This is an optimization exercise on Yosys and OpenROAD, whose aim is small area, a short achievable clock period and few clock cycles per item, not a production implementation. Where RTL was checked, it was by simulation tests only, not by an equivalence proof against the original. Power and IR drop assume default switching activity.

Design comp_mult_top, start of the top module:
module comp_mult_top #(
parameter NO_MULT   = 4     ,  
parameter APB_BADDR = 0     ,  
parameter SYS_AW    = 16    ,  
parameter REG_DW    = 16       
)(
input                    clk         ,
input                    rst_n       ,
input      [ SYS_AW-1:0] apb_paddr   ,
input                    apb_psel    ,
input                    apb_penable ,
input                    apb_pwrite  ,
input      [REG_DW -1:0] apb_pwdata  ,
output                   apb_pready  ,
output reg [REG_DW -1:0] apb_prdata  ,
output reg               apb_pslverr ,
output reg               mem_ce      ,
output reg               mem_we      ,
output reg [SYS_AW -1:0] mem_addr    ,
output reg [     8 -1:0] mem_wr_data ,
input      [     8 -1:0] mem_rd_data
);
assign apb_pready = 1'b1;
wire        setup  = apb_psel & ~apb_penable;
wire [15:0] offs   = apb_paddr - APB_BADDR;
reg         wq, rq;                       
reg  [ 2:0] aq;                           
reg         okq;                          
always @(posedge clk or negedge rst_n)
if (~rst_n)                  begin wq <= 1'b0; rq <= 1'b0; end
else                         begin wq <= setup & apb_pwrite; rq <= setup & ~apb_pwrite; end
always @(posedge clk)        begin aq <= offs[2:0]; okq <= (offs[15:3] == 13'd0); end
wire a0 = okq & (aq == 3'd0);
wire a1 = okq & (aq == 3'd1);
wire a2 = okq & (aq == 3'd2);
wire a3 = okq & (aq == 3'd3);
wire a4 = okq & (aq == 3'd4);
  ...
Size in the first run: about 200 flip-flops.
clock: 10.0 ns
lec_check: 0
abc_area: 1
cap_margin: 20
core_margin: 2
core_utilization: 50
slew_margin: 20
standard.sh (not shown) runs the stock make flow with config.mk's settings and CLKGATE_MAP_FILE= SYNTH_SCRIPT=/design/flow/synth_recipe.tcl, a recipe that flattens the netlist after the stock synthesis.
==> flow/flow/run.sh <==
#!/bin/bash
set -euo pipefail
export BUFFER_PORTS_ARGS="-buffer_cell sky130_fd_sc_hd__buf_2"
export SETUP_SLACK_MARGIN=6.95
bash standard.sh > standard_flow.log 2>&1
Testbench counts at the start, summed over its fixed seeds: cycles 14,058, items 1,337.
Then changed:
--- a/flow/design.v
+++ b/flow/design.v
@@ -131,64 +131,55 @@
 end
 always @(posedge clk or negedge rst_n)
 if (~rst_n)                  mem_addr <= 16'd0;
 else if (wr_res)             mem_addr <= apb_pwdata;
 else if (sel1)               mem_addr <= pp1;
 else if (sel2)               mem_addr <= pp2;
 else                         mem_addr <= addr_nx;
 reg  [7:0] x1, y1;            
 reg  [7:0] qa, qb;            
 reg        nx, ox, tx;        
 reg        ny, oy, ty;        
-reg        nxb, oxb, txb;     
-reg        nyb, oyb, tyb;
 reg  [8:0] ra, rb;            
 wire step  = cv & (ph0 | ph1 | ph2 | ph3);    
 function [10:0] row;          
     input [7:0] m;
     input       one, two, neg;
     row = (two ? {{2{m[7]}}, m, 1'b0} : (one ? {{3{m[7]}}, m} : 11'd0)) ^ {11{neg}};
 endfunction
 wire [10:0] ra1 = row(x1, ox, tx,  nx);
 wire [10:0] ra2 = row(y1, oy, ty, ~ny);
-wire [10:0] rb1 = row(x1, ~oyb, ~tyb, ~nyb);
-wire [10:0] rb2 = row(y1, ~oxb, ~txb, ~nxb);
+wire [10:0] rb1 = row(x1, oy, ty, ny);
+wire [10:0] rb2 = row(y1, ox, tx, nx);
 wire        first = ph0;      
 wire [10:0] ae  = first ? 11'd0 : {{2{ra[8]}}, ra};
 wire [10:0] be  = first ? 11'd0 : {{2{rb[8]}}, rb};
 wire [10:0] sa1 = ae ^ ra1 ^ ra2;
 wire [10:0] ca1 = {((ae & ra1) | (ae & ra2) | (ra1 & ra2)), nx};
 wire [10:0] sb1 = be ^ rb1 ^ rb2;
-wire [10:0] cb1 = {((be & rb1) | (be & rb2) | (rb1 & rb2)), ~nyb};
+wire [10:0] cb1 = {((be & rb1) | (be & rb2) | (rb1 & rb2)), ny};
 wire [10:0] suma = sa1 + ca1 + {10'd0, ~ny};
-wire [10:0] sumb = sb1 + cb1 + {10'd0, ~nxb};
+wire [10:0] sumb = sb1 + cb1 + {10'd0, nx};
 always @(posedge clk) begin
     if (ph3 & rv)            x1 <= mem_rd_data;
     if (ph4 & rv)            y1 <= mem_rd_data;
     if (ph5 & rv)            qa <= mem_rd_data;
     else if (step)           qa <= {suma[1:0], qa[7:2]};
     if (ph8 & rv)            qb <= mem_rd_data;
     else if (step)           qb <= {sumb[1:0], qb[7:2]};
-    if (ph5 & rv) begin
-                             nx  <=  mem_rd_data[1]; ox  <=  mem_rd_data[0]; tx  <=   mem_rd_data[1] & ~mem_rd_data[0];
-                             nxb <= ~mem_rd_data[1]; oxb <= ~mem_rd_data[0]; txb <= ~(mem_rd_data[1] & ~mem_rd_data[0]);
-    end else if (step) begin
+    if (step) begin
                              nx  <=  qa[3]; ox  <=   qa[2] ^ qa[1];  tx  <=   (qa[3] & ~qa[2] & ~qa[1]) | (~qa[3] & qa[2] & qa[1]);
-                             nxb <= ~qa[3]; oxb <= ~(qa[2] ^ qa[1]); txb <= ~((qa[3] & ~qa[2] & ~qa[1]) | (~qa[3] & qa[2] & qa[1]));
-    end
-    if (ph8 & rv) begin
-                             ny  <=  mem_rd_data[1]; oy  <=  mem_rd_data[0]; ty  <=   mem_rd_data[1] & ~mem_rd_data[0];
-                             nyb <= ~mem_rd_data[1]; oyb <= ~mem_rd_data[0]; tyb <= ~(mem_rd_data[1] & ~mem_rd_data[0]);
-    end else if (step) begin
                              ny  <=  qb[3]; oy  <=   qb[2] ^ qb[1];  ty  <=   (qb[3] & ~qb[2] & ~qb[1]) | (~qb[3] & qb[2] & qb[1]);
-                             nyb <= ~qb[3]; oyb <= ~(qb[2] ^ qb[1]); tyb <= ~((qb[3] & ~qb[2] & ~qb[1]) | (~qb[3] & qb[2] & qb[1]));
+    end else begin
+                             nx  <=  qa[1]; ox  <=  qa[0]; tx  <=   qa[1] & ~qa[0];
+                             ny  <=  qb[1]; oy  <=  qb[0]; ty  <=   qb[1] & ~qb[0];
     end
     if (step)                begin ra <= suma[10:2]; rb <= sumb[10:2]; end
 end
 wire [7:0] xr_hi = ra[7:0];
 wire [7:0] yr_hi = rb[7:0];
 always @(posedge clk)
 if (ph4)                     mem_wr_data <= qa;                                    
 else if (ph5)                mem_wr_data <= xr_hi;                                 
 else if (ph7)                mem_wr_data <= {6'd0, xr_hi[7], xr_hi[7]};            
 else if (ph8)                mem_wr_data <= qb;                                    
 else if (ph9)                mem_wr_data <= yr_hi;                                 
Wire length shrinks by 3.0%.
Worst setup slack improved by 0.042 ns.
Synthesized cell count shrinks by 4.8%.
Critical path depth shrinks by 13.
Area after synthesis shrinks by 2.0%.
Cell count shrinks by 3.8%.
Global-route usage stays flat.
Power shrinks by 4.4%.
Via count shrinks by 2.5%.
Cell area shrinks by 2.3%.
Testbench counts after the change, summed over its fixed seeds: cycles 14,058, items 1,337.

Another version of the RTL of comp_mult_top (not shown whole).
Size in the first run: roughly 1,300 cells after synthesis, about 89 I/O pins, about 11,000 um2 of cells after synthesis.
## comp_mult_top
module comp_mult_top #(
parameter NO_MULT   = 4     ,  
parameter APB_BADDR = 0     ,  
parameter SYS_AW    = 16    ,  
parameter REG_DW    = 16       
)(
input                    clk         ,
input                    rst_n       ,
input      [ SYS_AW-1:0] apb_paddr   ,
input                    apb_psel    ,
input                    apb_penable ,
input                    apb_pwrite  ,
input      [REG_DW -1:0] apb_pwdata  ,
output                   apb_pready  ,
output reg [REG_DW -1:0] apb_prdata  ,
output reg               apb_pslverr ,
output reg               mem_ce      ,
output reg               mem_we      ,
output reg [SYS_AW -1:0] mem_addr    ,
output reg [     8 -1:0] mem_wr_data ,
input      [     8 -1:0] mem_rd_data
);
Settings: LEC_CHECK=0, ABC_AREA=1, CAP_MARGIN=20, CORE_MARGIN=2, CORE_UTILIZATION=50, SLEW_MARGIN=20; clock period 10.0 ns.
==> flow/flow/run.sh <==
#!/bin/bash
set -euo pipefail
export BUFFER_PORTS_ARGS="-buffer_cell sky130_fd_sc_hd__buf_2"
export SETUP_SLACK_MARGIN=6.85
bash standard.sh > standard_flow.log 2>&1
Rerun with:
--- a/flow/design.v
+++ b/flow/design.v
@@ -134,55 +134,49 @@
 else if (wr_res)             mem_addr <= apb_pwdata;
 else if (sel1)               mem_addr <= pp1;
 else if (sel2)               mem_addr <= pp2;
 else                         mem_addr <= addr_nx;
 reg  [7:0] x1, y1;            
 reg  [7:0] qa, qb;            
 reg        nx, ox, tx;        
 reg        ny, oy, ty;        
-reg        nxb, oxb, txb;     
-reg        nyb, oyb, tyb;
 reg  [8:0] ra, rb;            
 wire step  = cv & (ph0 | ph1 | ph2 | ph3);    
 function [10:0] row;          
     input [7:0] m;
     input       one, two, neg;
     row = (two ? {{2{m[7]}}, m, 1'b0} : (one ? {{3{m[7]}}, m} : 11'd0)) ^ {11{neg}};
 endfunction
 wire [10:0] ra1 = row(x1, ox, tx,  nx);
 wire [10:0] ra2 = row(y1, oy, ty, ~ny);
-wire [10:0] rb1 = row(x1, ~oyb, ~tyb, ~nyb);
-wire [10:0] rb2 = row(y1, ~oxb, ~txb, ~nxb);
+wire [10:0] rb1 = row(x1, oy, ty, ny);
+wire [10:0] rb2 = row(y1, ox, tx, nx);
 wire        first = ph0;      
 wire [10:0] ae  = first ? 11'd0 : {{2{ra[8]}}, ra};
 wire [10:0] be  = first ? 11'd0 : {{2{rb[8]}}, rb};
 wire [10:0] sa1 = ae ^ ra1 ^ ra2;
 wire [10:0] ca1 = {((ae & ra1) | (ae & ra2) | (ra1 & ra2)), nx};
 wire [10:0] sb1 = be ^ rb1 ^ rb2;
-wire [10:0] cb1 = {((be & rb1) | (be & rb2) | (rb1 & rb2)), ~nyb};
+wire [10:0] cb1 = {((be & rb1) | (be & rb2) | (rb1 & rb2)), ny};
 wire [10:0] suma = sa1 + ca1 + {10'd0, ~ny};
-wire [10:0] sumb = sb1 + cb1 + {10'd0, ~nxb};
+wire [10:0] sumb = sb1 + cb1 + {10'd0, nx};
 always @(posedge clk) begin
     if (ph3 & rv)            x1 <= mem_rd_data;
     if (ph4 & rv)            y1 <= mem_rd_data;
     if (ph5 & rv)            qa <= mem_rd_data;
     else if (step)           qa <= {suma[1:0], qa[7:2]};
     if (ph8 & rv)            qb <= mem_rd_data;
     else if (step)           qb <= {sumb[1:0], qb[7:2]};
     if (step) begin
                              nx  <=  qa[3]; ox  <=   qa[2] ^ qa[1];  tx  <=   (qa[3] & ~qa[2] & ~qa[1]) | (~qa[3] & qa[2] & qa[1]);
-                             nxb <= ~qa[3]; oxb <= ~(qa[2] ^ qa[1]); txb <= ~((qa[3] & ~qa[2] & ~qa[1]) | (~qa[3] & qa[2] & qa[1]));
                              ny  <=  qb[3]; oy  <=   qb[2] ^ qb[1];  ty  <=   (qb[3] & ~qb[2] & ~qb[1]) | (~qb[3] & qb[2] & qb[1]);
-                             nyb <= ~qb[3]; oyb <= ~(qb[2] ^ qb[1]); tyb <= ~((qb[3] & ~qb[2] & ~qb[1]) | (~qb[3] & qb[2] & qb[1]));
     end else begin
                              nx  <=  qa[1]; ox  <=  qa[0]; tx  <=   qa[1] & ~qa[0];
-                             nxb <= ~qa[1]; oxb <= ~qa[0]; txb <= ~(qa[1] & ~qa[0]);
                              ny  <=  qb[1]; oy  <=  qb[0]; ty  <=   qb[1] & ~qb[0];
-                             nyb <= ~qb[1]; oyb <= ~qb[0]; tyb <= ~(qb[1] & ~qb[0]);
     end
     if (step)                begin ra <= suma[10:2]; rb <= sumb[10:2]; end
 end
 wire [7:0] xr_hi = ra[7:0];
 wire [7:0] yr_hi = rb[7:0];
 always @(posedge clk)
 if (ph4)                     mem_wr_data <= qa;                                    
 else if (ph5)                mem_wr_data <= xr_hi;                                 
After rerunning:
- via count decreases by 2.5%
- non-clock buffer count is unchanged
- design area decreases by 2.4%
- fmax increases by 2.5%
- power decreases by 11%
- wire length decreases by 1.9%
- clock-buffer cell count decreases by 14
- critical path depth stays the same
- setup slack improved by 0.076 ns
- global-route usage increases by 0.70 points
- die area decreases by 1.7%
- hold slack is about the same
- flip-flop and latch count decreases by 6
Testbench counts after the change, summed over its fixed seeds: cycles 14,058, items 1,337.
Function not checked in the first run of this note: the RTL went through the layout flow alone.

==> separate check: timing with driven ports <==
The results above use ideal ports. As a check the final layouts listed here were re-extracted and re-timed, cells and wires unchanged.
Step 1 sets driving cells, clkbuf_16 on the clock port and buf_2 on the other inputs (assumed; they add their load-dependent delay and slew).
Step 2, shift: input delay + t, output delay - t, t = (earliest + latest rising clock arrival at the registers) / 2. This alone moves slack from input paths to output paths.
Three values: ideal ports, drivers, drivers and shift; two values: the first two.
run	t (ns)	setup WS [ns]	cell pins on the clock port's net
the first run of note 1	0.497	6.926 / 6.925 / 6.926	1
the second run of note 1	0.486	6.968 / 6.920 / 6.878	1
the first run of note 2	0.557	6.885 / 6.838 / 6.858	1
the second run of note 2	0.477	6.962 / 6.914 / 6.791	1
After both steps setup and hold are still met in every run listed. The setup slack of the second run of note 2, which loses most, moves by -0.048 ns with the drivers and by -0.171 ns with both steps. Setup slack includes reset recovery checks.
